This is an optimization exercise on Yosys and OpenROAD, whose aim is small area, not a production implementation. Function was checked by simulation only, so behaviour that the tests miss may differ from the original. No activity file was given, so power comes from the tool's default toggle rates.

<file path="flow/config.mk">
export PLATFORM = sky130hd
export DESIGN_NAME = top_stopwatch
export DESIGN_NICKNAME = top_stopwatch
export VERILOG_FILES = /design/flow/design.v
export SDC_FILE = /design/flow/constraint.sdc
export NUM_CORES = 4
export LEC_CHECK = 0
export CAP_MARGIN = 20
export CORE_MARGIN = 2
export CORE_UTILIZATION = 40
export SLEW_MARGIN = 20
</file>
<file path="flow/constraint.sdc">
create_clock -name core_clock -period 10.0 [get_ports {clk}]
set_input_delay 2.0000 -clock core_clock [delete_from_list [all_inputs] [get_ports {clk}]]
set_output_delay 2.0000 -clock core_clock [all_outputs]
set_load 0.01 [all_outputs]
</file>
<file path="flow/design.v">
module clk_dll (
    rst,
    clk,
    quick,
    start_stop,
    tick
);
  input rst, clk, start_stop;
  input [3:0] quick;
  output tick;
  reg out_clk;
  reg pressed, enabled;
  reg [21:0] cnt_clk;
  function automatic ge_const(input [21:0] v, input [21:0] k);
    integer i;
    begin
      ge_const = 1'b1;
      for (i = 0; i < 22; i = i + 1)
        ge_const = k[i] ? (v[i] & ge_const) : (v[i] | ge_const);
    end
  endfunction
  wire q0 = (quick == 4'b0001);
  wire q1 = (quick == 4'b0010);
  wire q2 = (quick == 4'b0100);
  wire q3 = (quick == 4'b1000);
  wire q5 = (quick == 4'b0111);
  wire q4 = ~(q0 | q1 | q2 | q3 | q5);
  wire ge = (q0 & ge_const(cnt_clk, 22'd24)) | (q1 & ge_const(cnt_clk, 22'd249)) |
            (q2 & ge_const(cnt_clk, 22'd2499)) | (q3 & ge_const(cnt_clk, 22'd24999)) |
            (q4 & ge_const(cnt_clk, 22'd249999)) | (q5 & ge_const(cnt_clk, 22'd2499999));
  wire clr = enabled & ge;
  wire zero = ~|cnt_clk;
  wire [22:0] c;
  assign c[0] = enabled;
  genvar g;
  generate
    for (g = 0; g < 22; g = g + 1) begin : inc
      assign c[g+1] = c[g] & cnt_clk[g];
    end
  endgenerate
  assign tick = enabled & zero & ~out_clk;
  always @(posedge clk or negedge rst) begin
    if (!rst) begin
      enabled <= 1'b0;
      pressed <= 1'b0;
      out_clk <= 1'b0;
      cnt_clk <= 22'd0;
    end else begin
      enabled <= enabled ^ (pressed & ~start_stop);
      pressed <= start_stop;
      out_clk <= out_clk ^ (enabled & zero);
      cnt_clk <= (cnt_clk ^ c[21:0]) & {22{~clr}};
    end
  end
endmodule
module cnt_100 (
    rst,
    clk,
    en,
    value,
    carry
);
  parameter MAX = 9;
  parameter W = 4;
  input rst, clk, en;
  output reg [W-1:0] value;
  output carry;
  assign carry = en & (value == MAX);
  wire [W:0] c;
  assign c[0] = en;
  genvar g;
  generate
    for (g = 0; g < W; g = g + 1) begin : inc
      assign c[g+1] = c[g] & value[g];
    end
  endgenerate
  always @(posedge clk or negedge rst) begin
    if (!rst) value <= 0;
    else value <= (value ^ c[W-1:0]) & {W{~carry}};
  end
endmodule
module cnt_60 (
    rst,
    clk,
    en,
    value,
    carry
);
  input rst, clk, en;
  output [6:0] value;
  output carry;
  assign value = 7'd0;
  assign carry = 1'b0;
endmodule
module seg7 (
    digit,
    seg
);
  input [3:0] digit;
  output reg [6:0] seg;
  always @(*) begin
    case (digit)
      4'd0: seg = 7'b1000000;
      4'd1: seg = 7'b1111001;
      4'd2: seg = 7'b0100100;
      4'd3: seg = 7'b0110000;
      4'd4: seg = 7'b0011001;
      4'd5: seg = 7'b0010010;
      4'd6: seg = 7'b0000010;
      4'd7: seg = 7'b1111000;
      4'd8: seg = 7'b0000000;
      4'd9: seg = 7'b0010000;
      default: seg = 7'b1111111;
    endcase
  end
endmodule
module top_stopwatch (
    rst,
    clk,
    quick,
    start_stop,
    seg_s001,
    seg_s01,
    seg_s1,
    seg_s10,
    seg_m1,
    seg_m10
);
  input rst, clk, start_stop;
  input [3:0] quick;
  output [6:0] seg_s001, seg_s01, seg_s1, seg_s10, seg_m1, seg_m10;
  wire [3:0] d0, d1, d2, d4, d5;
  wire [2:0] d3;
  wire tick, c0, c1, c2, c3, c4, c5;
  clk_dll u0 (rst, clk, quick, start_stop, tick);
  cnt_100 #(9, 4) u1 (rst, clk, tick, d0, c0);
  cnt_100 #(9, 4) u2 (rst, clk, c0, d1, c1);
  cnt_100 #(9, 4) u3 (rst, clk, c1, d2, c2);
  cnt_100 #(5, 3) u4 (rst, clk, c2, d3, c3);
  cnt_100 #(9, 4) u5 (rst, clk, c3, d4, c4);
  cnt_100 #(9, 4) u6 (rst, clk, c4, d5, c5);
  seg7 s001 (d0, seg_s001);
  seg7 s01 (d1, seg_s01);
  seg7 s1 (d2, seg_s1);
  seg7 s10 ({1'b0, d3}, seg_s10);
  seg7 m1 (d4, seg_m1);
  seg7 m10 (d5, seg_m10);
endmodule
</file>
<file path="flow/flow/run.sh">
#!/bin/bash
# Own flow: the standard synthesis, then the combinational logic between the
# registers is mapped again by ABC for area (registers, their names and cell
# types are kept as the standard synthesis made them), then the standard
# layout steps from floorplan to finish.
set -euo pipefail
W=$PWD
R=$W/orfs/results/${FLOW_PLATFORM:-sky130hd}/top_stopwatch/base
YOSYS=$FLOW_HOME/../tools/install/yosys/bin/yosys
[ -x "$YOSYS" ] || YOSYS=$(command -v yosys)
LIB=$FLOW_HOME/platforms/sky130hd/lib/sky130_fd_sc_hd__tt_025C_1v80.lib

# 1. standard synthesis (up to the Yosys netlist)
bash standard.sh "$R/1_2_yosys.v" > $W/std_synth.log 2>&1
cp "$R/1_2_yosys.v" $W/std_yosys.v

# 2. area remap of the combinational logic
sed -e "s|@LIB@|$LIB|g" -e "s|@IN@|$W/std_yosys.v|g" -e "s|@OUT@|$W/remap.v|g" \
    -e "s|@ABC@|$W/flow/area.abc|g" -e "s|@CONSTR@|$W/flow/abc.constr|g" \
    -e "s|@TOP@|$FLOW_TOP|g" $W/flow/remap.ys > $W/remap_run.ys
"$YOSYS" -s $W/remap_run.ys > $W/remap.log 2>&1

# 3. prove the remapped netlist equal to the standard one, register by register
python3 $W/flow/cutregs.py $W/std_yosys.v $W/cut_std.v "$FLOW_TOP" > $W/cutregs.log 2>&1
python3 $W/flow/cutregs.py $W/remap.v $W/cut_remap.v "$FLOW_TOP" >> $W/cutregs.log 2>&1
sed -e "s|@LIB@|$LIB|g" -e "s|@GOLD@|$W/cut_std.v|g" -e "s|@GATE@|$W/cut_remap.v|g" \
    -e "s|@TOP@|$FLOW_TOP|g" $W/flow/equiv.ys > $W/equiv_run.ys
"$YOSYS" -s $W/equiv_run.ys > $W/equiv.log 2>&1

# 4. the standard layout from the remapped netlist; each port still gets
#    its own buffer, the smallest one (the outputs drive 0.01 pF)
export BUFFER_PORTS_ARGS="-buffer_cell sky130_fd_sc_hd__buf_1"
cp $W/remap.v "$R/1_2_yosys.v"
rm -f "$R/1_synth.odb" "$R/1_synth.sdc"
bash standard.sh > $W/std_layout.log 2>&1
test -s $W/out/final.def
</file>
<file path="flow/flow/abc.constr">
set_driving_cell sky130_fd_sc_hd__buf_1
set_load 0.01
</file>
<file path="flow/flow/area.abc">
strash
dc2
dc2
&get -n
&st
&dch -f
&nf -R 1000 -a
&put
topo
</file>
<file path="flow/flow/cutregs.py">
#!/usr/bin/env python3
"""Turn a flat gate netlist into a purely combinational one for an equivalence
check: every register instance (sky130 df* cell) is removed, its outputs become
top-level inputs and its inputs top-level outputs, named after the instance."""
import re
import sys

src, dst, top = sys.argv[1], sys.argv[2], sys.argv[3]
text = open(src).read()
inst = re.compile(r"^\s*(sky130_fd_sc_hd__df\w+)\s+(\\\S+|\w+)\s*\((.*?)\);\s*$", re.M | re.S)
pin = re.compile(r"\.(\w+)\s*\(\s*(.*?)\s*\)\s*(?:,|$)", re.S)
outs_of = {"Q", "Q_N"}
ports, assigns = [], []
n = 0


def cut(m):
    global n
    cell, name, body = m.group(1), m.group(2), m.group(3)
    tag = re.sub(r"[^A-Za-z0-9_]", "_", name.lstrip("\\"))
    for p, net in pin.findall(body):
        if p in ("CLK", "CLK_N") or not net:
            continue
        port = f"cut_{tag}_{p}"
        if p in outs_of:
            ports.append(f"  input {port};")
            assigns.append(f"  assign {net} = {port};")
        else:
            ports.append(f"  output {port};")
            assigns.append(f"  assign {port} = {net};")
    n += 1
    return ""


text = inst.sub(cut, text)
head = re.compile(r"(module\s+" + re.escape(top) + r"\s*\()(.*?)(\);)", re.S)
names = [p.split()[-1].rstrip(";") for p in ports]
text = head.sub(lambda m: m.group(1) + m.group(2) + "".join(", " + x for x in names) + m.group(3), text, count=1)
end = text.rfind("endmodule")
text = text[:end] + "\n".join(ports + assigns) + "\n" + text[end:]
open(dst, "w").write(text)
print(f"cut {n} registers")
</file>
<file path="flow/flow/equiv.ys">
# combinational equivalence of the two netlists, registers cut into ports
read_liberty -overwrite -ignore_miss_func @LIB@
read_verilog -overwrite @GOLD@
rename @TOP@ gold
read_verilog -overwrite @GATE@
rename @TOP@ gate
flatten gold gate
opt_clean
miter -equiv -flatten -make_outputs gold gate miter
hierarchy -top miter
sat -verify -prove trigger 0 miter
</file>
<file path="flow/flow/remap.ys">
read_liberty -overwrite -ignore_miss_func @LIB@
read_verilog -overwrite @IN@
hierarchy -top @TOP@
# registers and tie cells stay as they are; every other cell becomes logic
setattr -mod -set keep_hierarchy 1 sky130_fd_sc_hd__df* sky130_fd_sc_hd__conb_1
flatten
opt_clean -purge
tee -o @OUT@.before.stat stat
abc -script @ABC@ -liberty @LIB@ -dont_use *lpflow* -dont_use *probe* -constr @CONSTR@ -D 10000
opt_clean -purge
splitnets
opt_clean -purge
hilomap -singleton -hicell sky130_fd_sc_hd__conb_1 HI -locell sky130_fd_sc_hd__conb_1 LO
insbuf -buf sky130_fd_sc_hd__buf_4 A X
select @TOP@
tee -o @OUT@.stat stat -liberty @LIB@
write_verilog -noattr -nohex -nodec -selected @OUT@
</file>
<file path="flow/standard.sh">
#!/bin/bash
# synth_recipe.tcl (not shown) runs the flow's synth.tcl, then flattens the netlist and writes it again
# the make line also repeats each setting of config.mk as NAME=value (left out here)
make -C /OpenROAD-flow-scripts/flow DESIGN_CONFIG=/design/flow/config.mk WORK_HOME=/design/flow/orfs CLKGATE_MAP_FILE= SYNTH_SCRIPT=/design/flow/synth_recipe.tcl "${@:-finish}"
</file>
==> results of run 1 <==
registers in the layout, summed over array words and instances (netlist names):
| name | flops |
|---|---|
| u3.value | 4 |
| u0.out_clk | 1 |
| u0.pressed | 1 |
| u1.value | 4 |
| u2.value | 4 |
| u0.enabled | 1 |
| u0.cnt_clk | 22 |
| u5.value | 4 |
| u4.value | 3 |
| u6.value | 4 |
through the flow:
stage / util, % / area [µm²] / cells
after detailed placement: 45.61 / 3082 / 477
final: 47.31 / 3197 / 485
after floorplan: - / 2793 / 348
after global placement: 45.61 / 3082 / 477
after global routing: 47.31 / 3197 / 485
after CTS: 47.31 / 3197 / 485
cell usage in the layout (no fill, tap or decap), drive strengths merged, types with 2 or more instances in the layout:
| master | instances |
|---|---|
| a211o | 2 |
| a21boi | 3 |
| a21o | 3 |
| a21oi | 29 |
| a31oi | 2 |
| and2 | 6 |
| and3 | 14 |
| and4 | 2 |
| buf | 48 |
| clkbuf | 6 |
| clkinv | 8 |
| dfrtp | 48 |
| nand2 | 36 |
| nand2b | 6 |
| nand3 | 8 |
| nand4 | 3 |
| nor2 | 70 |
| nor2b | 7 |
| nor3 | 29 |
| nor4 | 4 |
| o211ai | 5 |
| o21ai | 21 |
| o21bai | 7 |
| o31ai | 3 |
| or2 | 2 |
| xnor2 | 9 |
| xor2 | 9 |
layer usage:
metal | global-route usage, % | up-vias
li1 | - | 1351
met1 | 22.36 | 1205
met2 | 24.38 | 41
met3 | 2.828 | 6
met4 | 4.615 | 0
met5 | 0 | -
power by group through the flow:
stage	Sequential, W	Clock [W]	Combinational (W)
floorplan	0.000270	0	0.000159
global placement	0.000283	0	0.000205
detailed placement	0.000282	0	0.000207
CTS	0.000280	0.000148	0.000208
global route	0.000290	0.000157	0.000237
finish	0.000281	0.000144	0.000206
worst max path at each step:
| stage | slack [ps] | to | cells past startpoint | start |
|---|---|---|---|---|
| final | 6100 | u6.value[3]$_DFF_PN0_ | 14 | u0.cnt_clk[19]$_DFF_PN0_ |
| after global routing | 5680 | u6.value[3]$_DFF_PN0_ | 14 | u0.cnt_clk[19]$_DFF_PN0_ |
| after CTS | 6070 | u6.value[3]$_DFF_PN0_ | 14 | u0.cnt_clk[19]$_DFF_PN0_ |
| after detailed placement | 5960 | u0.cnt_clk[19]$_DFF_PN0_ | 7 | quick[0] |
| after global placement | 6000 | u0.cnt_clk[19]$_DFF_PN0_ | 7 | quick[0] |
| after floorplan | 6300 | u0.cnt_clk[19]$_DFF_PN0_ | 6 | quick[2] |
cell type report:
type                       count  area share, %
clock buffer                   5          2.153
clock inverter                 3          1.448
inverter                       8         0.9393
multi-input combinational    292          48.85
sequential                    48          37.57
tap                           80          3.131
timing repair buffer          49          5.910
==> results.json, run 1 <==
{
  "comb_power_share_pct": 32.7,
  "worst_slew_margin_rel_pct": 44.13,
  "io_pins": 49,
  "cell_internal_pwr_w": 0.0003883,
  "grt_pass1_vias": 2249,
  "hold_depth": 1,
  "total_leakage_power_nw": 1.471,
  "achievable-frequency_mhz": 256.2,
  "antenna_cells": 0,
  "cts_made_buffers": 5,
  "power_frac_seq_pct": 44.5,
  "initial_utilization_pct": 41.33,
  "ctsHtreeMaxLevel": 2,
  "final_hold_viol_count": 0,
  "setup-violations-final": 0,
  "critical_path_peak_fanout": 6,
  "place_congestion": 0.8395,
  "hold_class": "flip-flop to flip-flop",
  "met3RoutedLength_um": 196,
  "crit_arrival_ps": 4140,
  "max-cap-violations": 0,
  "hold_ws_ps": 476.3,
  "pwr-share-clk_pct": 22.8,
  "criticalPathCategory": "flip-flop to flip-flop",
  "numClockSinks": 48,
  "grt_first_pass_wirelength_um": 9901,
  "track_usage_pct": 15.65,
  "synthesis.yosys.warnings": 4,
  "avg_wl_per_cell_um": 11.47,
  "core_ar_um2": 6756,
  "top_signal_layer_used": "met4",
  "layout-drive-gt1-share_pct": 2.469,
  "root_buffer": "sky130_fd_sc_hd__clkbuf_8",
  "path_buf_inv": 0,
  "maximum_number_of_pins_on_one_net_before_global_route_repair": 49,
  "worst_path_max_delay_cell": "sky130_fd_sc_hd__or4_1",
  "dp_worst_setup_slack_ps": 5961,
  "final_worst_path_period_need_ps": 3902,
  "post-cts-setup-buffers": 0,
  "worst_ep_required_time_ps": 10230,
  "synthesis.nets": 355,
  "register_area_um2": 1201,
  "final.fill_count": 693,
  "setup_tns_ps": 0,
  "multi_input_area_um2": 1562,
  "vdd_drop_max_mv": 0.1568,
  "drt_first_iter_violations": 159,
  "die_w_um": 87.56,
  "die-area_um2": 7666,
  "timing.hold.worst_endpoint": "u0.out_clk$_DFF_PN0_",
  "worst_slack_ps": 6098,
  "run_status": "timing/DRC/antenna clean",
  "grt_setup_unrepaired": "false",
  "layout-area-overhead-vs-synth_pct": 14.47,
  "finalWirelength_um": 5563,
  "p_sw_share_pct": 38.47,
  "worstSetupEndpointType": "flip-flop",
  "ctsHoldBuffers": 0,
  "path_common_cell": "sky130_fd_sc_hd__nor2_1",
  "initial_antenna_violation_count": 0,
  "clock_tree.buffer_depth": 2,
  "detail_route.drc_violations": 0,
  "total_power_draw_w": 0.0006311,
  "p_switching_w": 0.0002428,
  "clock_tree_from_tritoncts": "built",
  "rows": 30,
  "syn_inst": 348,
  "via_count": 2603,
  "combined_area_of_all_synthesized_cells_um2": 2793,
  "worstHoldStart": "u0.out_clk$_DFF_PN0_",
  "globalRouteOverflowTotal": 0,
  "syn_avg_cell_area_um2": 8.025,
  "worst_slew_pin_slew_ps": 838.0,
  "antenna_left": 0,
  "detailroute.wirelength.met2_um": 2424,
  "worst_setup_path_start_kind": "flip-flop",
  "peak_per_stage_delay_on_the_critical_path_ps": 550,
  "num-nets-final": 411,
  "power.density_nw_per_um2": 197.4,
  "slew_viol_final": 0,
  "io_buffer_count": 48,
  "reg2reg_slack_ps": 6100,
  "worstSkewPairLatency_ps": 300,
  "ctsResizeCount": 0,
  "dr.pass1.iters": 4,
  "worst_path_dominant_cell_family": "simple AND/OR/NAND/NOR gates",
  "critical_path.cell_chain": "or4_1 > nor2_1 > nand4_1 > nor4_1 > and2_0 > nand3_1 > nor2_1 > and3_1 > and4_1 > and4_1 > nand3_1 > nor2_1 > a21oi_1 > nor2_1",
  "fp.dieH_um": 87.56,
  "r2r_start": "u0.cnt_clk[19]$_DFF_PN0_",
  "r2r_end": "u6.value[3]$_DFF_PN0_",
  "rr_worst_depth": 14,
  "route.layer.met1.wl_um": 2875,
  "post-route-period-util_pct": 39.02,
  "drt-vias-per-instance": 5.367,
  "clk_transition_reported_paths_ps": 90,
  "final.setup_skew_ps": 9.812,
  "placed_wire_length_estimate_after_detailed_placement_um": 3947
}
==> inputs of run 2 (changes only) <==
--- a/flow/flow/run.sh
+++ b/flow/flow/run.sh
@@ -28,7 +28,5 @@
 "$YOSYS" -s $W/equiv_run.ys > $W/equiv.log 2>&1
 
-# 4. the standard layout from the remapped netlist; each port still gets
-#    its own buffer, the smallest one (the outputs drive 0.01 pF)
-export BUFFER_PORTS_ARGS="-buffer_cell sky130_fd_sc_hd__buf_1"
+# 4. the standard layout from the remapped netlist
 cp $W/remap.v "$R/1_2_yosys.v"
 rm -f "$R/1_synth.odb" "$R/1_synth.sdc"
==> results.json, run 2 <==
{
  "setup-violations-final": 0,
  "worst_ep_required_time_ps": 10230,
  "timing.hold.worst_endpoint": "u0.out_clk$_DFF_PN0_",
  "hold_depth": 1,
  "placed_cells": 476,
  "largest_register_by_flop_count": "u0.cnt_clk",
  "final_design_area_no_fill_um2": 3461,
  "layout-drive-gt1-share_pct": 1.733,
  "antenna_left": 0,
  "grt_pass1_vias": 2254,
  "dr.pass1.iters": 4,
  "path_buf_inv": 1,
  "reg2reg_slack_ps": 6060,
  "drt_first_iter_violations": 122,
  "track_usage_pct": 15.74,
  "final.setup_skew_ps": 5.438,
  "drt-vias-per-instance": 5.353,
  "clock_tree_from_tritoncts": "built",
  "clk_transition_reported_paths_ps": 80,
  "post_layout_nonfiller_instances": 484,
  "worstHoldStart": "u0.out_clk$_DFF_PN0_",
  "max-cap-violations": 0,
  "r2r_end": "u6.value[3]$_DFF_PN0_",
  "worst_path_max_delay_cell": "sky130_fd_sc_hd__o41a_1",
  "commonest_non_fill_non_tap_cells_in_the_layout": "sky130_fd_sc_hd__nor2_1 (70), sky130_fd_sc_hd__dfrtp_1 (48), sky130_fd_sc_hd__clkdlybuf4s50_1 (47)",
  "critical_path_peak_fanout": 22,
  "power.density_nw_per_um2": 182.8,
  "placed_wire_length_estimate_after_detailed_placement_um": 4201,
  "peak_per_stage_delay_on_the_critical_path_ps": 720,
  "pwr-share-clk_pct": 18.7,
  "clock_tree.buffer_depth": 2,
  "antenna_cells": 0,
  "core_ar_um2": 6756,
  "placement.cell_area_um2": 3368,
  "io_pins": 49,
  "total_leakage_power_nw": 1.572,
  "worst_setup_path_start_kind": "input port",
  "vdd_drop_max_mv": 0.1803,
  "p_switching_w": 0.0002380,
  "worst_slew_pin_slew_ps": 842.5,
  "maximum_number_of_pins_on_one_net_before_global_route_repair": 49,
  "initial_utilization_pct": 41.33,
  "hold_class": "flip-flop to flip-flop",
  "root_buffer": "sky130_fd_sc_hd__clkbuf_8",
  "achievable-frequency_mhz": 242.2,
  "grt_first_pass_wirelength_um": 9963,
  "synthesis.nets": 355,
  "fp.dieH_um": 87.56,
  "initial_antenna_violation_count": 0,
  "synthesis.yosys.warnings": 4,
  "ctsHoldBuffers": 0,
  "power_frac_seq_pct": 44.4,
  "critical_path.cell_chain": "clkdlybuf4s50_1 > or4b_1 > o211ai_1 > nor2_1 > o41a_1 > o21bai_1 > a21oi_1",
  "rr_worst_depth": 14,
  "rows": 30,
  "worstSetupEndpointType": "flip-flop",
  "final_common_cell": "sky130_fd_sc_hd__nor2_1",
  "syn_inst": 348,
  "finalWirelength_um": 5843,
  "final_worst_path_period_need_ps": 4129,
  "die_w_um": 87.56,
  "worstSkewPairLatency_ps": 300,
  "num-nets-final": 410,
  "cell_internal_pwr_w": 0.0003945,
  "die-area_um2": 7666,
  "flip_flop_count_of_the_largest_register_after_layout": 22,
  "run_status": "timing/DRC/antenna clean",
  "final_hold_viol_count": 0,
  "ctsHtreeMaxLevel": 2,
  "place_congestion": 0.7748,
  "slew_viol_final": 0,
  "via_count": 2591,
  "syn_avg_cell_area_um2": 8.025,
  "worst_slew_margin_rel_pct": 43.83,
  "post-route-period-util_pct": 41.29,
  "setup_tns_ps": 0,
  "comb_power_share_pct": 37.0,
  "cts_made_buffers": 5,
  "avg_wl_per_cell_um": 12.07,
  "worst_path_dominant_cell_family": "compound AO/OA/AOI/OAI gates",
  "p_sw_share_pct": 37.63,
  "crit_arrival_ps": 4360,
  "combined_area_of_all_synthesized_cells_um2": 2793,
  "numClockSinks": 48,
  "post-cts-setup-buffers": 0,
  "layout-area-overhead-vs-synth_pct": 23.92,
  "detail_route.drc_violations": 0,
  "criticalPathCategory": "input port to flip-flop",
  "globalRouteOverflowTotal": 0,
  "ctsResizeCount": 0,
  "r2r_start": "u0.cnt_clk[19]$_DFF_PN0_",
  "grt_setup_unrepaired": "false",
  "io_buffer_count": 48
}
[run 2: cell types whose count changed in the layout (fill, tap and decap cells not counted)]
cell	delta
sky130_fd_sc_hd__buf_1	-47
sky130_fd_sc_hd__clkdlybuf4s50_1	+47
sky130_fd_sc_hd__clkbuf_1	+2
sky130_fd_sc_hd__bufinv_16	-1
sky130_fd_sc_hd__clkbuf_2	-1
sky130_fd_sc_hd__clkbuf_8	+1
sky130_fd_sc_hd__clkinvlp_4	-1
sky130_fd_sc_hd__inv_6	-1
[run 2: stage by stage]
stage / util (%) / setup WS [ps] / power, W / hold WS [ps]
4_1_cts: 51.19 / 5885 / 0.0006389 / 487.3
6_report: 51.22 / 5871 / 0.0006326 / 490.7
3_5_place_dp: 49.85 / 5570 / 0.0005167 / 472.8
5_1_grt: 51.22 / 5638 / 0.0006848 / 514.7
2_1_floorplan: - / 6297 / 0.0004289 / 442.0
3_3_place_gp: 49.85 / 5621 / 0.0005151 / 473.0
[run 2: per-layer routing]
layer	GRT usage, %	wire length (µm)
met5	0	0
met4	4.056	48
met3	3.299	181
met2	25.07	2667
met1	21.96	2945
[run 2: area by class of cell]
| type | instances | area [µm²] |
|---|---|---|
| Timing Repair Buffer | 48 | 478.0 |
| Sequential cell | 48 | 1201 |
| Tap cell | 80 | 100.1 |
| Clock buffer | 8 | 90.09 |
| Inverter | 8 | 30.03 |
| Fill cell | 665 | 3296 |
| Multi-Input combinational cell | 292 | 1562 |
[run 2: power groups by stage]
stage	logic (W)	clock network [W]	registers, W
floorplan	0.000159	0	0.000270
global placement	0.000231	0	0.000284
detailed placement	0.000234	0	0.000283
CTS	0.000236	0.000123	0.000280
global route	0.000267	0.000130	0.000288
finish	0.000234	0.000118	0.000281
[run 2: how the worst max path moves through the flow]
stage / start / end / cells after the start
6_report: quick[0] / u0.cnt_clk[17]$_DFF_PN0_ / 7
5_1_grt: u0.cnt_clk[19]$_DFF_PN0_ / u6.value[3]$_DFF_PN0_ / 14
4_1_cts: quick[0] / u0.cnt_clk[17]$_DFF_PN0_ / 7
3_5_place_dp: quick[0] / u0.cnt_clk[17]$_DFF_PN0_ / 7
3_3_place_gp: quick[0] / u0.cnt_clk[19]$_DFF_PN0_ / 7
2_1_floorplan: quick[2] / u0.cnt_clk[19]$_DFF_PN0_ / 6
==> inputs of run 3 (changes only) <==
--- a/flow/design.v
+++ b/flow/design.v
@@ -58,24 +58,19 @@
     clk,
     en,
-    value,
-    carry
+    last,
+    s
 );
-  parameter MAX = 9;
-  parameter W = 4;
   input rst, clk, en;
-  output reg [W-1:0] value;
-  output carry;
-  assign carry = en & (value == MAX);
-  wire [W:0] c;
-  assign c[0] = en;
-  genvar g;
-  generate
-    for (g = 0; g < W; g = g + 1) begin : inc
-      assign c[g+1] = c[g] & value[g];
-    end
-  endgenerate
+  output last;
+  output reg [3:0] s;
+  wire [3:0] t;   
+  assign t[0] = s[3];
+  assign t[1] = (~s[3] & ~s[2] & ~s[0]) | (s[2] & s[1] & ~s[0]);
+  assign t[2] = (~s[3] & s[1]) | (~s[3] & s[2]);
+  assign t[3] = ~s[2] | ~s[1];
+  assign last = s[3] & ~s[2] & s[0];
   always @(posedge clk or negedge rst) begin
-    if (!rst) value <= 0;
-    else value <= (value ^ c[W-1:0]) & {W{~carry}};
+    if (!rst) s <= 4'b0;
+    else s <= s ^ (t & {4{en}});
   end
 endmodule
@@ -84,12 +79,27 @@
     clk,
     en,
-    value,
-    carry
+    last,
+    seg
 );
   input rst, clk, en;
-  output [6:0] value;
-  output carry;
-  assign value = 7'd0;
-  assign carry = 1'b0;
+  output last;
+  output [6:0] seg;
+  reg [2:0] s;
+  wire [2:0] t;   
+  assign t[0] = ~s[2];
+  assign t[1] = s[0];
+  assign t[2] = s[0] | s[2];
+  assign last = s[2] & ~s[1];
+  assign seg[0] = s[0];
+  assign seg[1] = s[2] & ~s[1];
+  assign seg[2] = s[2] & s[1];
+  assign seg[3] = s[0];
+  assign seg[4] = s[0] | (~s[2] & s[1]) | (s[2] & ~s[1]);
+  assign seg[5] = (~s[1] & s[0]) | (s[1] & ~s[0]);
+  assign seg[6] = ~s[2] & ~s[1];
+  always @(posedge clk or negedge rst) begin
+    if (!rst) s <= 3'b0;
+    else s <= s ^ (t & {3{en}});
+  end
 endmodule
 module seg7 (
@@ -98,20 +108,12 @@
 );
   input [3:0] digit;
-  output reg [6:0] seg;
-  always @(*) begin
-    case (digit)
-      4'd0: seg = 7'b1000000;
-      4'd1: seg = 7'b1111001;
-      4'd2: seg = 7'b0100100;
-      4'd3: seg = 7'b0110000;
-      4'd4: seg = 7'b0011001;
-      4'd5: seg = 7'b0010010;
-      4'd6: seg = 7'b0000010;
-      4'd7: seg = 7'b1111000;
-      4'd8: seg = 7'b0000000;
-      4'd9: seg = 7'b0010000;
-      default: seg = 7'b1111111;
-    endcase
-  end
+  output [6:0] seg;
+  assign seg[0] = digit[1] & ~digit[0];
+  assign seg[1] = digit[2] & ~digit[1];
+  assign seg[2] = ~digit[3] & digit[1];
+  assign seg[3] = digit[3] & ~digit[0];
+  assign seg[4] = digit[3];
+  assign seg[5] = (digit[1] & digit[0]) | (digit[3] & ~digit[2] & ~digit[0]);
+  assign seg[6] = ~digit[2] & ~digit[0];
 endmodule
 module top_stopwatch (
@@ -131,17 +133,20 @@
   output [6:0] seg_s001, seg_s01, seg_s1, seg_s10, seg_m1, seg_m10;
   wire [3:0] d0, d1, d2, d4, d5;
-  wire [2:0] d3;
-  wire tick, c0, c1, c2, c3, c4, c5;
+  wire tick, l0, l1, l2, l3, l4, l5;
   clk_dll u0 (rst, clk, quick, start_stop, tick);
-  cnt_100 #(9, 4) u1 (rst, clk, tick, d0, c0);
-  cnt_100 #(9, 4) u2 (rst, clk, c0, d1, c1);
-  cnt_100 #(9, 4) u3 (rst, clk, c1, d2, c2);
-  cnt_100 #(5, 3) u4 (rst, clk, c2, d3, c3);
-  cnt_100 #(9, 4) u5 (rst, clk, c3, d4, c4);
-  cnt_100 #(9, 4) u6 (rst, clk, c4, d5, c5);
+  wire e1 = tick & l0;
+  wire e2 = e1 & l1;
+  wire e3 = e2 & l2;
+  wire e4 = e3 & l3;
+  wire e5 = e4 & l4;
+  cnt_100 u1 (rst, clk, tick, l0, d0);
+  cnt_100 u2 (rst, clk, e1, l1, d1);
+  cnt_100 u3 (rst, clk, e2, l2, d2);
+  cnt_60 u4 (rst, clk, e3, l3, seg_s10);
+  cnt_100 u5 (rst, clk, e4, l4, d4);
+  cnt_100 u6 (rst, clk, e5, l5, d5);
   seg7 s001 (d0, seg_s001);
   seg7 s01 (d1, seg_s01);
   seg7 s1 (d2, seg_s1);
-  seg7 s10 ({1'b0, d3}, seg_s10);
   seg7 m1 (d4, seg_m1);
   seg7 m10 (d5, seg_m10);
--- a/flow/flow/run.sh
+++ b/flow/flow/run.sh
@@ -15,9 +15,20 @@
 cp "$R/1_2_yosys.v" $W/std_yosys.v
 
-# 2. area remap of the combinational logic
-sed -e "s|@LIB@|$LIB|g" -e "s|@IN@|$W/std_yosys.v|g" -e "s|@OUT@|$W/remap.v|g" \
-    -e "s|@ABC@|$W/flow/area.abc|g" -e "s|@CONSTR@|$W/flow/abc.constr|g" \
-    -e "s|@TOP@|$FLOW_TOP|g" $W/flow/remap.ys > $W/remap_run.ys
-"$YOSYS" -s $W/remap_run.ys > $W/remap.log 2>&1
+# 2. area remap of the combinational logic: a few ABC scripts, keep the smallest
+best=""; best_area=""
+for abc in $W/flow/area*.abc; do
+  k=$(basename $abc .abc)
+  sed -e "s|@LIB@|$LIB|g" -e "s|@IN@|$W/std_yosys.v|g" -e "s|@OUT@|$W/remap_$k.v|g" \
+      -e "s|@ABC@|$abc|g" -e "s|@CONSTR@|$W/flow/abc.constr|g" \
+      -e "s|@TOP@|$FLOW_TOP|g" $W/flow/remap.ys > $W/remap_$k.ys
+  "$YOSYS" -s $W/remap_$k.ys > $W/remap_$k.log 2>&1 || continue
+  a=$(sed -n "s/.*Chip area for module.*: *\([0-9.]*\).*/\1/p" $W/remap_$k.v.stat | head -1)
+  echo "$k $a" >> $W/remap_areas.txt
+  if [ -n "$a" ] && { [ -z "$best_area" ] || python3 -c "import sys; sys.exit(0 if $a < $best_area else 1)"; }; then
+    best=$k; best_area=$a
+  fi
+done
+echo "chosen $best $best_area" >> $W/remap_areas.txt
+cp $W/remap_$best.v $W/remap.v
 
 # 3. prove the remapped netlist equal to the standard one, register by register
@@ -28,5 +39,7 @@
 "$YOSYS" -s $W/equiv_run.ys > $W/equiv.log 2>&1
 
-# 4. the standard layout from the remapped netlist
+# 4. the standard layout from the remapped netlist; each port still gets
+#    its own buffer, the smallest one (the outputs drive 0.01 pF)
+export BUFFER_PORTS_ARGS="-buffer_cell sky130_fd_sc_hd__buf_1"
 cp $W/remap.v "$R/1_2_yosys.v"
 rm -f "$R/1_synth.odb" "$R/1_synth.sdc"
==> flow/flow/area1.abc (new file) <==
strash
dc2
dc2
&get -n
&st
&dch -f
&nf -R 1000 -a
&put
topo
==> flow/flow/area4.abc (new file) <==
strash
balance
rewrite
refactor
balance
rewrite
rewrite -z
balance
refactor -z
rewrite -z
balance
dc2
&get -n
&st
&dch -f
&nf -R 1000 -a
&put
topo
==> flow/flow/area5.abc (new file) <==
strash
dc2
dc2
&get -n
&st
&dch -f
&nf -R 1000 -a -E 1000
&put
topo
==> flow/flow/area7.abc (new file) <==
strash
ifraig
dc2
dc2
dc2
&get -n
&st
&dch -f
&nf -R 1000 -a
&put
topo
removed: flow/flow/area.abc
==> results.json, run 3 <==
{
  "final_worst_path_period_need_ps": 4108,
  "grt_setup_unrepaired": "false",
  "worstSetupEndpointType": "flip-flop",
  "num-nets-final": 339,
  "ctsHtreeMaxLevel": 2,
  "fp.dieH_um": 83.73,
  "commonest_non_fill_non_tap_cells_in_the_layout": "sky130_fd_sc_hd__dfrtp_1 (48), sky130_fd_sc_hd__buf_1 (47), sky130_fd_sc_hd__nor2_1 (45)",
  "hold_class": "flip-flop to flip-flop",
  "grt_pass1_vias": 1949,
  "final_common_cell": "sky130_fd_sc_hd__dfrtp_1",
  "final.setup_skew_ps": 6.679,
  "via_count": 2143,
  "largest_register_by_flop_count": "u0.cnt_clk",
  "io_pins": 49,
  "io_buffer_count": 48,
  "core_ar_um2": 6241,
  "setup-violations-final": 0,
  "achievable-frequency_mhz": 243.5,
  "globalRouteOverflowTotal": 0,
  "criticalPathCategory": "flip-flop to flip-flop",
  "grt_first_pass_wirelength_um": 8797,
  "max-cap-violations": 0,
  "ctsResizeCount": 0,
  "post-cts-setup-buffers": 0,
  "critical_path_peak_fanout": 7,
  "worst_ep_required_time_ps": 10190,
  "clk_transition_reported_paths_ps": 90,
  "root_buffer": "sky130_fd_sc_hd__clkbuf_8",
  "worst_slew_margin_rel_pct": 45.82,
  "antenna_left": 0,
  "hold_ws_ps": 524.0,
  "vdd_drop_max_mv": 0.1448,
  "flip_flop_count_of_the_largest_register_after_layout": 22,
  "total_leakage_power_nw": 1.285,
  "worst_slack_ps": 5892,
  "hold_depth": 2,
  "initial_utilization_pct": 40.74,
  "numClockSinks": 48,
  "drt_first_iter_violations": 97,
  "post-route-period-util_pct": 41.08,
  "final_util_pct": 46.41,
  "initial_antenna_violation_count": 0,
  "syn_inst": 283,
  "ctsHoldBuffers": 0,
  "antenna_cells": 0,
  "finalWirelength_um": 5105,
  "syn_avg_cell_area_um2": 8.984,
  "layout-area-overhead-vs-synth_pct": 13.93,
  "clock_tree_from_tritoncts": "built",
  "setup_tns_ps": 0,
  "worst_setup_path_start_kind": "flip-flop",
  "clock_tree.buffer_depth": 2,
  "slew_viol_final": 0,
  "place_congestion": 0.8242,
  "layout-drive-gt1-share_pct": 3.003,
  "combined_area_of_all_synthesized_cells_um2": 2542,
  "die-area_um2": 7010,
  "track_usage_pct": 15.11,
  "maximum_number_of_pins_on_one_net_before_global_route_repair": 49,
  "run_status": "timing/DRC/antenna clean",
  "avg_wl_per_cell_um": 12.45,
  "worst_slew_pin_slew_ps": 812.7,
  "dr.pass1.iters": 4,
  "power.density_nw_per_um2": 216.0,
  "die_w_um": 83.73,
  "dp_worst_setup_slack_ps": 5940,
  "detail_route.drc_violations": 0,
  "synthesis.nets": 290,
  "cts_made_buffers": 5,
  "synthesis.yosys.warnings": 3,
  "rr_worst_depth": 13,
  "crit_arrival_ps": 4290,
  "rows": 29,
  "drt-vias-per-instance": 5.227,
  "worstSkewPairLatency_ps": 300,
  "final_hold_viol_count": 0,
  "placed_wire_length_estimate_after_detailed_placement_um": 3548
}
[run 3: where the power goes]
part | leakage, nW | internal, W | switching [W]
clock network | 0.0614 | 0.0000818 | 0.0000669
registers | 0.649 | 0.000231 | 0.0000601
logic | 0.574 | 0.0000781 | 0.000107
total | 1.28 | 0.000391 | 0.000234
[run 3: critical path: stages (launching register included)]
cell                       delay, ps
sky130_fd_sc_hd__dfrtp_1         420
sky130_fd_sc_hd__or4_1           540
sky130_fd_sc_hd__nor2_1          190
sky130_fd_sc_hd__nand4_1         230
sky130_fd_sc_hd__nor3_1          630
sky130_fd_sc_hd__nand3_1         170
sky130_fd_sc_hd__nor2_1          280
sky130_fd_sc_hd__nand3_1         130
sky130_fd_sc_hd__nor2_1          250
sky130_fd_sc_hd__nand3_1         110
sky130_fd_sc_hd__nor2_1          190
sky130_fd_sc_hd__and2_0          240
sky130_fd_sc_hd__nand4b_1        240
sky130_fd_sc_hd__o32a_1          390
[run 3: path summary, 6_finish.rpt]
check / slack [ps] / end / start
worst max-delay path: 5890 / u6.s[1]$_DFF_PN0_ / u0.cnt_clk[18]$_DFF_PN0_
worst min-delay path: 520 / u0.out_clk$_DFF_PN0_ / u0.out_clk$_DFF_PN0_
worst max register to register: 5890 / u6.s[1]$_DFF_PN0_ / u0.cnt_clk[18]$_DFF_PN0_
worst min register to register: 520 / u0.out_clk$_DFF_PN0_ / u0.out_clk$_DFF_PN0_
max in group asynchronous: 7790 / u0.cnt_clk[15]$_DFF_PN0_ / rst
min in group asynchronous: 1780 / u1.s[1]$_DFF_PN0_ / rst
[run 3: per-stage QoR]
stage / cells / instance area, µm² / total power (W)
global route: 410 / 2897 / 0.0006726
floorplan: 283 / 2542 / 0.0004233
CTS: 410 / 2897 / 0.0006335
finish: 410 / 2897 / 0.0006257
detailed placement: 402 / 2775 / 0.0004816
global placement: 402 / 2775 / 0.0004798
[run 3: per-layer routing]
layer	global-route usage [%]	up-vias	routed length (µm)
li1	-	1094	-
met1	20.28	1004	2512
met2	24.44	41	2358
met3	3.561	4	197
met4	4.399	0	37
met5	0	-	0
[run 3: final cells by class]
class	count	area [µm²]
inverter	7	26.28
clock inverter	2	38.79
sequential	48	1201
multi-input combinational	221	1262
clock buffer	6	82.58
fill	627	3344
timing repair buffer	49	188.9
tap	77	96.34
==> inputs of run 4 (changes only) <==
--- a/flow/design.v
+++ b/flow/design.v
@@ -28,5 +28,5 @@
   wire ge = (q0 & ge_const(cnt_clk, 22'd24)) | (q1 & ge_const(cnt_clk, 22'd249)) |
             (q2 & ge_const(cnt_clk, 22'd2499)) | (q3 & ge_const(cnt_clk, 22'd24999)) |
-            (q4 & ge_const(cnt_clk, 22'd249999)) | (q5 & ge_const(cnt_clk, 22'd2499999));
+            (q4 & ge_const(cnt_clk, 22'd249999)) | (q5 & (&(cnt_clk | ~22'd2499999)));
   wire clr = enabled & ge;
   wire zero = ~|cnt_clk;
==> flow/flow/area11.abc (new file) <==
strash
dc2
dc2
dc2
dc2
&get -n
&st
&dch -f
&nf -R 1000 -a
&put
topo
==> flow/flow/area8.abc (new file) <==
strash
ifraig
dc2
balance
rewrite
refactor
balance
rewrite -z
balance
refactor -z
rewrite -z
balance
dc2
&get -n
&st
&dch -f
&nf -R 1000 -a
&put
topo
==> results.json, run 4 <==
{
  "initial_antenna_violation_count": 0,
  "total_power_draw_w": 0.0006228,
  "dr.pass1.iters": 4,
  "setup_tns_ps": 0,
  "met3_usage_pct": 3.976,
  "worstHoldStart": "u3.s[1]$_DFF_PN0_",
  "initial_utilization_pct": 42.02,
  "rr_worst_depth": 14,
  "grt_pass1_vias": 1865,
  "critical_path.cell_chain": "or4_1 > or4_1 > or3_1 > nor4_1 > nand4_1 > nor2_1 > nand4b_1 > clkinv_1 > nand3_1 > nor2_1 > nand4_1 > nor2b_1 > nand4b_1 > o32a_1",
  "die_w_um": 83.33,
  "final_common_cell": "sky130_fd_sc_hd__nor2_1",
  "avg_wl_per_cell_um": 12.51,
  "run_status": "timing/DRC/antenna clean",
  "vdd_drop_max_mv": 0.08276,
  "core_ar_um2": 5991,
  "place_congestion": 0.7855,
  "rows": 28,
  "placed_cells": 400,
  "root_buffer": "sky130_fd_sc_hd__clkbuf_8",
  "clock_tree.buffer_depth": 2,
  "placed_wire_length_estimate_after_detailed_placement_um": 3633,
  "final.setup_skew_ps": 4.893,
  "flip_flop_count_of_the_largest_register_after_layout": 22,
  "hold_class": "flip-flop to flip-flop",
  "commonest_non_fill_non_tap_cells_in_the_layout": "sky130_fd_sc_hd__nor2_1 (51), sky130_fd_sc_hd__dfrtp_1 (48), sky130_fd_sc_hd__buf_1 (47)",
  "drt-vias-per-instance": 5.294,
  "final_worst_path_period_need_ps": 4501,
  "post-route-period-util_pct": 45.01,
  "combined_area_of_all_synthesized_cells_um2": 2517,
  "max-cap-violations": 0,
  "cts_made_buffers": 5,
  "synthesis.nets": 289,
  "ctsHtreeMaxLevel": 2,
  "numClockSinks": 48,
  "globalRouteMet2Util_pct": 23.61,
  "layout-area-overhead-vs-synth_pct": 13.32,
  "worst_path_max_delay_cell": "sky130_fd_sc_hd__or4_1",
  "final_hold_viol_count": 0,
  "worstSetupEndpointType": "flip-flop",
  "clk_transition_reported_paths_ps": 90,
  "slew_viol_final": 0,
  "num-nets-final": 339,
  "r2r_start": "u0.cnt_clk[18]$_DFF_PN0_",
  "ctsResizeCount": 0,
  "register_area_um2": 1201,
  "multi_input_area_um2": 1230,
  "crit_cells": 14,
  "antenna_cells": 0,
  "track_usage_pct": 14.92,
  "globalRouteOverflowTotal": 0,
  "worst_slew_margin_rel_pct": 59.87,
  "syn_avg_cell_area_um2": 8.927,
  "ctsHoldBuffers": 0,
  "syn_inst": 282,
  "grt_first_pass_wirelength_um": 8549,
  "grt_most_used_layer": "met2",
  "final_util_pct": 47.62,
  "groute.layer.met1.usage_pct": 19.87,
  "grt_setup_unrepaired": "false",
  "worst_slew_pin_slew_ps": 601.9,
  "largest_register_by_flop_count": "u0.cnt_clk",
  "critical_path_peak_fanout": 6,
  "criticalPathCategory": "flip-flop to flip-flop",
  "post-cts-setup-buffers": 0,
  "io_pins": 49,
  "via_count": 2160,
  "worst_path_dominant_cell_family": "simple AND/OR/NAND/NOR gates",
  "setup-violations-final": 0,
  "achievable-frequency_mhz": 222.2,
  "drt_first_iter_violations": 83,
  "crit_arrival_ps": 4690,
  "post_layout_nonfiller_instances": 408,
  "maximum_number_of_pins_on_one_net_before_global_route_repair": 49,
  "synthesis.yosys.warnings": 3,
  "layout-drive-gt1-share_pct": 3.003,
  "io_buffer_count": 48,
  "worst_ep_required_time_ps": 10190,
  "critical_path.startpoint": "u0.cnt_clk[18]$_DFF_PN0_",
  "worstSkewPairLatency_ps": 300,
  "hold_depth": 2,
  "detail_route.drc_violations": 0,
  "die-area_um2": 6944,
  "finalWirelength_um": 5106,
  "worst_setup_path_start_kind": "flip-flop",
  "final.fill_count": 598,
  "antenna_left": 0,
  "power.density_nw_per_um2": 218.3,
  "hold_ws_ps": 502.4,
  "peak_per_stage_delay_on_the_critical_path_ps": 540,
  "clock_tree_from_tritoncts": "built",
  "path_buf_inv": 1,
  "fp.dieH_um": 83.33,
  "total_leakage_power_nw": 1.316
}
run 4: power breakdown:
part	internal (W)	leakage [nW]	switching (W)
combinational	0.0000907	0.621	0.000119
clock	0.0000562	0.0445	0.0000632
sequential	0.000234	0.650	0.0000603
run 4: final cells by class:
cell class                      count  area share (%)
Multi-Input combinational cell    218           43.11
Sequential cell                    48           42.11
Timing Repair Buffer               50           7.018
Tap cell                           75           3.289
Clock buffer                        7           3.026
Inverter                            9           1.184
Clock inverter                      1          0.2632
run 4: tightest hold or removal path: cells and delay by family (launching register included):
kind / cells / cell delay (ps)
and+or+nand+nor: 2 / 100
DFF: 1 / 380
run 4: worst paths after layout:
| check | endpoint | slack (ps) |
|---|---|---|
| min reg2reg | u3.s[1]$_DFF_PN0_ | 500 |
| min in group asynchronous | u0.cnt_clk[20]$_DFF_PN0_ | 1790 |
| max in group asynchronous | u3.s[2]$_DFF_PN0_ | 7810 |
| max reg2reg | u6.s[1]$_DFF_PN0_ | 5500 |
| max | u6.s[1]$_DFF_PN0_ | 5500 |
| min | u3.s[1]$_DFF_PN0_ | 500 |
run 4: routing by layer:
metal	part of all wire, %	wire length [µm]
met1	49	2498
met3	4.7	238
met2	45	2296
met5	0	0
met4	1.4	72
run 4: stage by stage:
| step | instance area, µm² | worst slack, ps |
|---|---|---|
| CTS | 2853 | 5494 |
| detailed placement | 2759 | 5515 |
| finish | 2853 | 5499 |
| floorplan | 2517 | 6064 |
| global route | 2853 | 4946 |
| global placement | 2748 | 5638 |
==> inputs of run 5 (changes only) <==
--- a/flow/flow/run.sh
+++ b/flow/flow/run.sh
@@ -42,4 +42,6 @@
 #    its own buffer, the smallest one (the outputs drive 0.01 pF)
 export BUFFER_PORTS_ARGS="-buffer_cell sky130_fd_sc_hd__buf_1"
+# clock tree arguments, when flow/cts_args gives them
+if [ -s $W/flow/cts_args ]; then export CTS_ARGS="$(cat $W/flow/cts_args)"; fi
 cp $W/remap.v "$R/1_2_yosys.v"
 rm -f "$R/1_synth.odb" "$R/1_synth.sdc"
==> flow/flow/cts_args (new file) <==
-buf_list sky130_fd_sc_hd__clkbuf_16 -root_buf sky130_fd_sc_hd__clkbuf_16 -dont_use_dummy_load -repair_clock_nets
==> results.json, run 5 <==
{
  "slew_viol_final": 0,
  "maximum_number_of_pins_on_one_net_before_global_route_repair": 49,
  "final_common_cell": "sky130_fd_sc_hd__nor2_1",
  "peak_per_stage_delay_on_the_critical_path_ps": 540,
  "total_power_draw_w": 0.0006552,
  "antenna_left": 0,
  "final_design_area_no_fill_um2": 2884,
  "power.density_nw_per_um2": 227.2,
  "rows": 28,
  "criticalPathCategory": "flip-flop to flip-flop",
  "crit_arrival_ps": 4660,
  "io_buffer_count": 48,
  "num-nets-final": 339,
  "max-cap-violations": 0,
  "clock_tree.buffer_depth": 2,
  "largest_register_by_flop_count": "u0.cnt_clk",
  "avg_wl_per_cell_um": 12.67,
  "track_usage_pct": 14.85,
  "achievable-frequency_mhz": 222.7,
  "placement.cell_area_um2": 2759,
  "combined_area_of_all_synthesized_cells_um2": 2517,
  "flip_flop_count_of_the_largest_register_after_layout": 22,
  "drt-vias-per-instance": 5.272,
  "finalWirelength_um": 5131,
  "syn_inst": 282,
  "ctsResizeCount": 0,
  "grt_first_pass_wirelength_um": 8611,
  "setup-violations-final": 0,
  "syn_avg_cell_area_um2": 8.927,
  "drt_first_iter_violations": 73,
  "worst_slew_margin_rel_pct": 59.88,
  "dp_worst_setup_slack_ps": 5515,
  "synthesis.yosys.warnings": 3,
  "vdd_drop_max_mv": 0.08457,
  "post-cts-setup-buffers": 0,
  "worst_slew_pin_slew_ps": 601.7,
  "critical_path_peak_fanout": 6,
  "final.fill_count": 599,
  "layout-area-overhead-vs-synth_pct": 14.56,
  "final_worst_path_period_need_ps": 4490,
  "grt_pass1_vias": 1889,
  "final_util_pct": 48.14,
  "place_congestion": 0.7855,
  "critical_path.cell_chain": "or4_1 > or4_1 > or3_1 > nor4_1 > nand4_1 > nor2_1 > nand4b_1 > clkinv_1 > nand3_1 > nor2_1 > nand4_1 > nor2b_1 > nand4b_1 > o32a_1",
  "worst_setup_path_start_kind": "flip-flop",
  "worst_ep_required_time_ps": 10170,
  "final_hold_viol_count": 0,
  "io_pins": 49,
  "total_leakage_power_nw": 1.333,
  "root_buffer": "sky130_fd_sc_hd__clkbuf_16",
  "die_w_um": 83.33,
  "worstSkewPairLatency_ps": 280,
  "dr.pass1.iters": 4,
  "initial_utilization_pct": 42.02,
  "detail_route.drc_violations": 0,
  "synthesis.nets": 289,
  "setup_tns_ps": 0,
  "die-area_um2": 6944,
  "cts_made_buffers": 5,
  "hold_class": "flip-flop to flip-flop",
  "numClockSinks": 48,
  "core_ar_um2": 5991,
  "ctsHtreeMaxLevel": 2,
  "initial_antenna_violation_count": 0,
  "worst_slack_ps": 5510,
  "worst_path_max_delay_cell": "sky130_fd_sc_hd__or4_1",
  "grt_setup_unrepaired": "false",
  "placed_wire_length_estimate_after_detailed_placement_um": 3633,
  "via_count": 2135,
  "antenna_cells": 0,
  "post-route-period-util_pct": 44.90,
  "multi_input_area_um2": 1230,
  "run_status": "timing/DRC/antenna clean",
  "clk_transition_reported_paths_ps": 60,
  "final.setup_skew_ps": 11.57,
  "fp.dieH_um": 83.33,
  "clock_tree_from_tritoncts": "built",
  "layout-drive-gt1-share_pct": 2.424,
  "worstSetupEndpointType": "flip-flop",
  "ctsHoldBuffers": 0,
  "globalRouteOverflowTotal": 0,
  "register_area_um2": 1201,
  "commonest_non_fill_non_tap_cells_in_the_layout": "sky130_fd_sc_hd__nor2_1 (51), sky130_fd_sc_hd__dfrtp_1 (48), sky130_fd_sc_hd__buf_1 (47)"
}
==> run 5: cell types whose count changed in the layout (fill, tap and decap cells not counted) <==
cell                         change
sky130_fd_sc_hd__clkbuf_1        -1
sky130_fd_sc_hd__clkinvlp_4      -1
sky130_fd_sc_hd__clkbuf_16       +5
sky130_fd_sc_hd__clkbuf_8        -6
==> run 5: area by class of cell <==
cell class / instances / share of cell area [%]
multi-input cells: 218 / 42.65
inverters: 9 / 1.171
well taps: 75 / 3.254
clock buffers: 5 / 4.338
flip-flops and latches: 48 / 41.65
repair buffers: 50 / 6.941
==> run 5: per-layer routing <==
layer / GRT usage (%) / vias up / part of all wire [%]
met4: 4.024 / 0 / 1.1
met2: 24.12 / 38 / 46
li1: - / 1092 / -
met1: 19.81 / 999 / 49
met3: 3.678 / 6 / 4.0
met5: 0 / - / 0
==> run 5: metrics by stage <==
step	hold slack, ps	cells
after floorplan	461.0	282
after global placement	483.6	399
after detailed placement	486.9	400
after CTS	501.5	405
after global routing	529.8	405
final	497.4	405
==> run 5: power by group <==
group          switching, W  internal [W]  leakage, nW  total [W]
sequential        0.0000604      0.000234        0.650   0.000295
clock             0.0000629     0.0000883       0.0616   0.000151
combinational      0.000119     0.0000907        0.621   0.000209
==> run 5: final timing paths <==
path,end,cells past startpoint,slack (ps),start
worst min register to register,u3.s[1]$_DFF_PN0_,2,500,u3.s[1]$_DFF_PN0_
min in group asynchronous,u0.cnt_clk[15]$_DFF_PN0_,2,1810,rst
max in group asynchronous,u0.cnt_clk[11]$_DFF_PN0_,2,7780,rst
worst min-delay path,u3.s[1]$_DFF_PN0_,2,500,u3.s[1]$_DFF_PN0_
worst max-delay path,u6.s[1]$_DFF_PN0_,14,5510,u0.cnt_clk[18]$_DFF_PN0_
worst max register to register,u6.s[1]$_DFF_PN0_,14,5510,u0.cnt_clk[18]$_DFF_PN0_
==> run 5: critical path, delay by kind of cell, from the launching register on <==
kind            cells  cell delay (ps)
simple gates       12             3480
buf+inv             1              130
flops               1              390
compound gates      1              400
==> inputs of run 6 (changes only) <==
==> flow/flow/cts_args (replaced) <==
-sink_clustering_enable -sink_clustering_size 30 -buf_list sky130_fd_sc_hd__clkbuf_8 -dont_use_dummy_load -repair_clock_nets
==> results.json, run 6 <==
{
  "post_layout_nonfiller_instances": 405,
  "pwr-share-clk_pct": 17.0,
  "initial_utilization_pct": 42.02,
  "worstSetupEndpointType": "flip-flop",
  "placed_cells": 400,
  "syn_avg_cell_area_um2": 8.927,
  "track_usage_pct": 14.94,
  "drt_first_iter_violations": 84,
  "final.setup_skew_ps": 13.65,
  "hold_class": "flip-flop to flip-flop",
  "criticalPathCategory": "flip-flop to flip-flop",
  "slew_viol_final": 0,
  "layout-drive-gt1-share_pct": 2.424,
  "max-cap-violations": 0,
  "power_frac_seq_pct": 48.4,
  "io_buffer_count": 48,
  "crit_arrival_ps": 4680,
  "drt-vias-per-instance": 5.351,
  "dr.pass1.iters": 4,
  "final_hold_viol_count": 0,
  "via_count": 2167,
  "place_congestion": 0.7855,
  "worst_setup_path_start_kind": "flip-flop",
  "achievable-frequency_mhz": 222.5,
  "critical_path.cell_chain": "or4_1 > or4_1 > or3_1 > nor4_1 > nand4_1 > nor2_1 > nand4b_1 > clkinv_1 > nand3_1 > nor2_1 > nand4_1 > nor2b_1 > nand4b_1 > o32a_1",
  "avg_wl_per_cell_um": 12.71,
  "peak_per_stage_delay_on_the_critical_path_ps": 540,
  "layout-area-overhead-vs-synth_pct": 12.33,
  "numClockSinks": 48,
  "ctsHtreeMaxLevel": 2,
  "p_switching_w": 0.0002378,
  "worst_path_dominant_cell_family": "simple AND/OR/NAND/NOR gates",
  "met3RoutedLength_um": 237,
  "grt_first_pass_wirelength_um": 8569,
  "setup-violations-final": 0,
  "antenna_left": 0,
  "worst_slew_margin_rel_pct": 59.88,
  "largest_register_by_flop_count": "u0.cnt_clk",
  "final_worst_path_period_need_ps": 4494,
  "route.layer.met1.wl_um": 2493,
  "die_w_um": 83.33,
  "fp.dieH_um": 83.33,
  "final_util_pct": 47.20,
  "cts_made_buffers": 5,
  "detail_route.drc_violations": 0,
  "setup_tns_ps": 0,
  "placed_wire_length_estimate_after_detailed_placement_um": 3633,
  "final.fill_count": 599,
  "cell_internal_pwr_w": 0.0003698,
  "worst_slew_pin_slew_ps": 601.8,
  "globalRouteOverflowTotal": 0,
  "ctsHoldBuffers": 0,
  "maximum_number_of_pins_on_one_net_before_global_route_repair": 49,
  "synthesis.yosys.warnings": 3,
  "grt_setup_unrepaired": "false",
  "antenna_cells": 0,
  "io_pins": 49,
  "post-route-period-util_pct": 44.94,
  "comb_power_share_pct": 34.5,
  "synthesis.nets": 289,
  "initial_antenna_violation_count": 0,
  "syn_inst": 282,
  "path_buf_inv": 1,
  "num-nets-final": 339,
  "final_common_cell": "sky130_fd_sc_hd__nor2_1",
  "root_buffer": "sky130_fd_sc_hd__clkbuf_8",
  "commonest_non_fill_non_tap_cells_in_the_layout": "sky130_fd_sc_hd__nor2_1 (51), sky130_fd_sc_hd__dfrtp_1 (48), sky130_fd_sc_hd__buf_1 (47)",
  "run_status": "timing/DRC/antenna clean",
  "reg2reg_slack_ps": 5510,
  "core_ar_um2": 5991,
  "total_power_draw_w": 0.0006076,
  "worst_ep_required_time_ps": 10190,
  "vdd_drop_max_mv": 0.09338,
  "combined_area_of_all_synthesized_cells_um2": 2517,
  "clock_tree_from_tritoncts": "built",
  "p_sw_share_pct": 39.14,
  "post-cts-setup-buffers": 0,
  "power.density_nw_per_um2": 214.9,
  "critical_path_peak_fanout": 6,
  "top_signal_layer_used": "met4",
  "worstSkewPairLatency_ps": 300,
  "clock_tree.buffer_depth": 2,
  "worst_path_max_delay_cell": "sky130_fd_sc_hd__or4_1",
  "detailroute.wirelength.met2_um": 2341,
  "clk_transition_reported_paths_ps": 90,
  "flip_flop_count_of_the_largest_register_after_layout": 22,
  "ctsResizeCount": 0,
  "finalWirelength_um": 5146,
  "rows": 28,
  "total_leakage_power_nw": 1.307,
  "die-area_um2": 6944,
  "grt_pass1_vias": 1874
}
[run 6: layout make-up]
type / instances / area [µm²] / area share, %
Clock buffer: 5 / 68.82 / 2.434
Inverter: 9 / 33.78 / 1.195
Multi-Input combinational cell: 218 / 1230 / 43.50
Sequential cell: 48 / 1201 / 42.48
Tap cell: 75 / 93.84 / 3.319
Timing Repair Buffer: 50 / 200.2 / 7.080
[run 6: per-stage QoR]
stage,worst slack [ps],instance area (µm²),hold slack (ps)
final,5506,2828,502.5
after global routing,4953,2828,537.2
after CTS,5503,2828,507.6
after detailed placement,5515,2759,486.9
after global placement,5638,2748,483.6
after floorplan,6064,2517,461.0
[run 6: layer usage]
| metal | up-vias | track usage [%] |
|---|---|---|
| met4 | 0 | 4.918 |
| met2 | 53 | 23.75 |
| li1 | 1091 | - |
| met3 | 5 | 3.678 |
| met5 | - | 0 |
| met1 | 1018 | 20.00 |
[run 6: final timing paths]
path                                          start                        to  depth (start not counted)
setup reg to reg           u0.cnt_clk[18]$_DFF_PN0_         u6.s[1]$_DFF_PN0_                         14
max in group asynchronous                       rst  u0.cnt_clk[11]$_DFF_PN0_                          2
hold reg to reg                   u3.s[1]$_DFF_PN0_         u3.s[1]$_DFF_PN0_                          2
hold / removal                    u3.s[1]$_DFF_PN0_         u3.s[1]$_DFF_PN0_                          2
min in group asynchronous                       rst  u0.cnt_clk[15]$_DFF_PN0_                          2
setup / recovery           u0.cnt_clk[18]$_DFF_PN0_         u6.s[1]$_DFF_PN0_                         14
[run 6: worst min-delay path, stage by stage, from the launching register on]
cell                      delay [ps]
sky130_fd_sc_hd__dfrtp_1         380
sky130_fd_sc_hd__nand2_1          60
sky130_fd_sc_hd__nand2_1          40
[run 6: power groups by stage]
stage	combinational (W)	clock, W	sequential, W
2_1_floorplan	0.000161	0	0.000280
4_1_cts	0.000213	0.000109	0.000293
3_3_place_gp	0.000202	0	0.000296
5_1_grt	0.000242	0.000116	0.000303
3_5_place_dp	0.000212	0	0.000296
6_report	0.000210	0.000103	0.000294

what the ideal ports hide:
In the flow no input, the clock included, has a driving cell. The finished layouts below were timed again as built, in two steps. Step 1 (the two cells are an assumption about what drives the block):
set clk [get_ports {clk}]
set_driving_cell -lib_cell sky130_fd_sc_hd__clkbuf_16 $clk
set_driving_cell -lib_cell sky130_fd_sc_hd__buf_2 [delete_from_list [all_inputs] $clk]
Step 2, shift: input delay + t, output delay - t, t = (earliest + latest rising clock arrival at the registers) / 2. This alone moves slack from input paths to output paths. Three values: ideal ports, drivers, drivers and shift; two values: the first two.
run	t, ns	slack for setup (ns)	worst setup path after step 2	latest minus earliest clock arrival (ns)	pins driven straight from the clock port
run 1	0.328	6.098 / 6.098 / 5.942	input to register	0.010 / 0.010	1
run 2	0.324	5.871 / 5.875 / 5.551	input to register	0.006 / 0.006	1
run 3	0.327	5.892 / 5.892 / 5.892	register to register	0.007 / 0.007	1
run 4	0.328	5.499 / 5.499 / 5.499	register to register	0.005 / 0.005	1
run 5	0.310	5.510 / 5.510 / 5.510	register to register	0.011 / 0.012	1
run 6	0.325	5.506 / 5.506 / 5.506	register to register	0.014 / 0.013	1
After both steps every run listed still meets setup and hold. For run 2, which loses most, drivers alone change the setup slack by +0.004 ns; drivers and shift together by -0.320 ns.
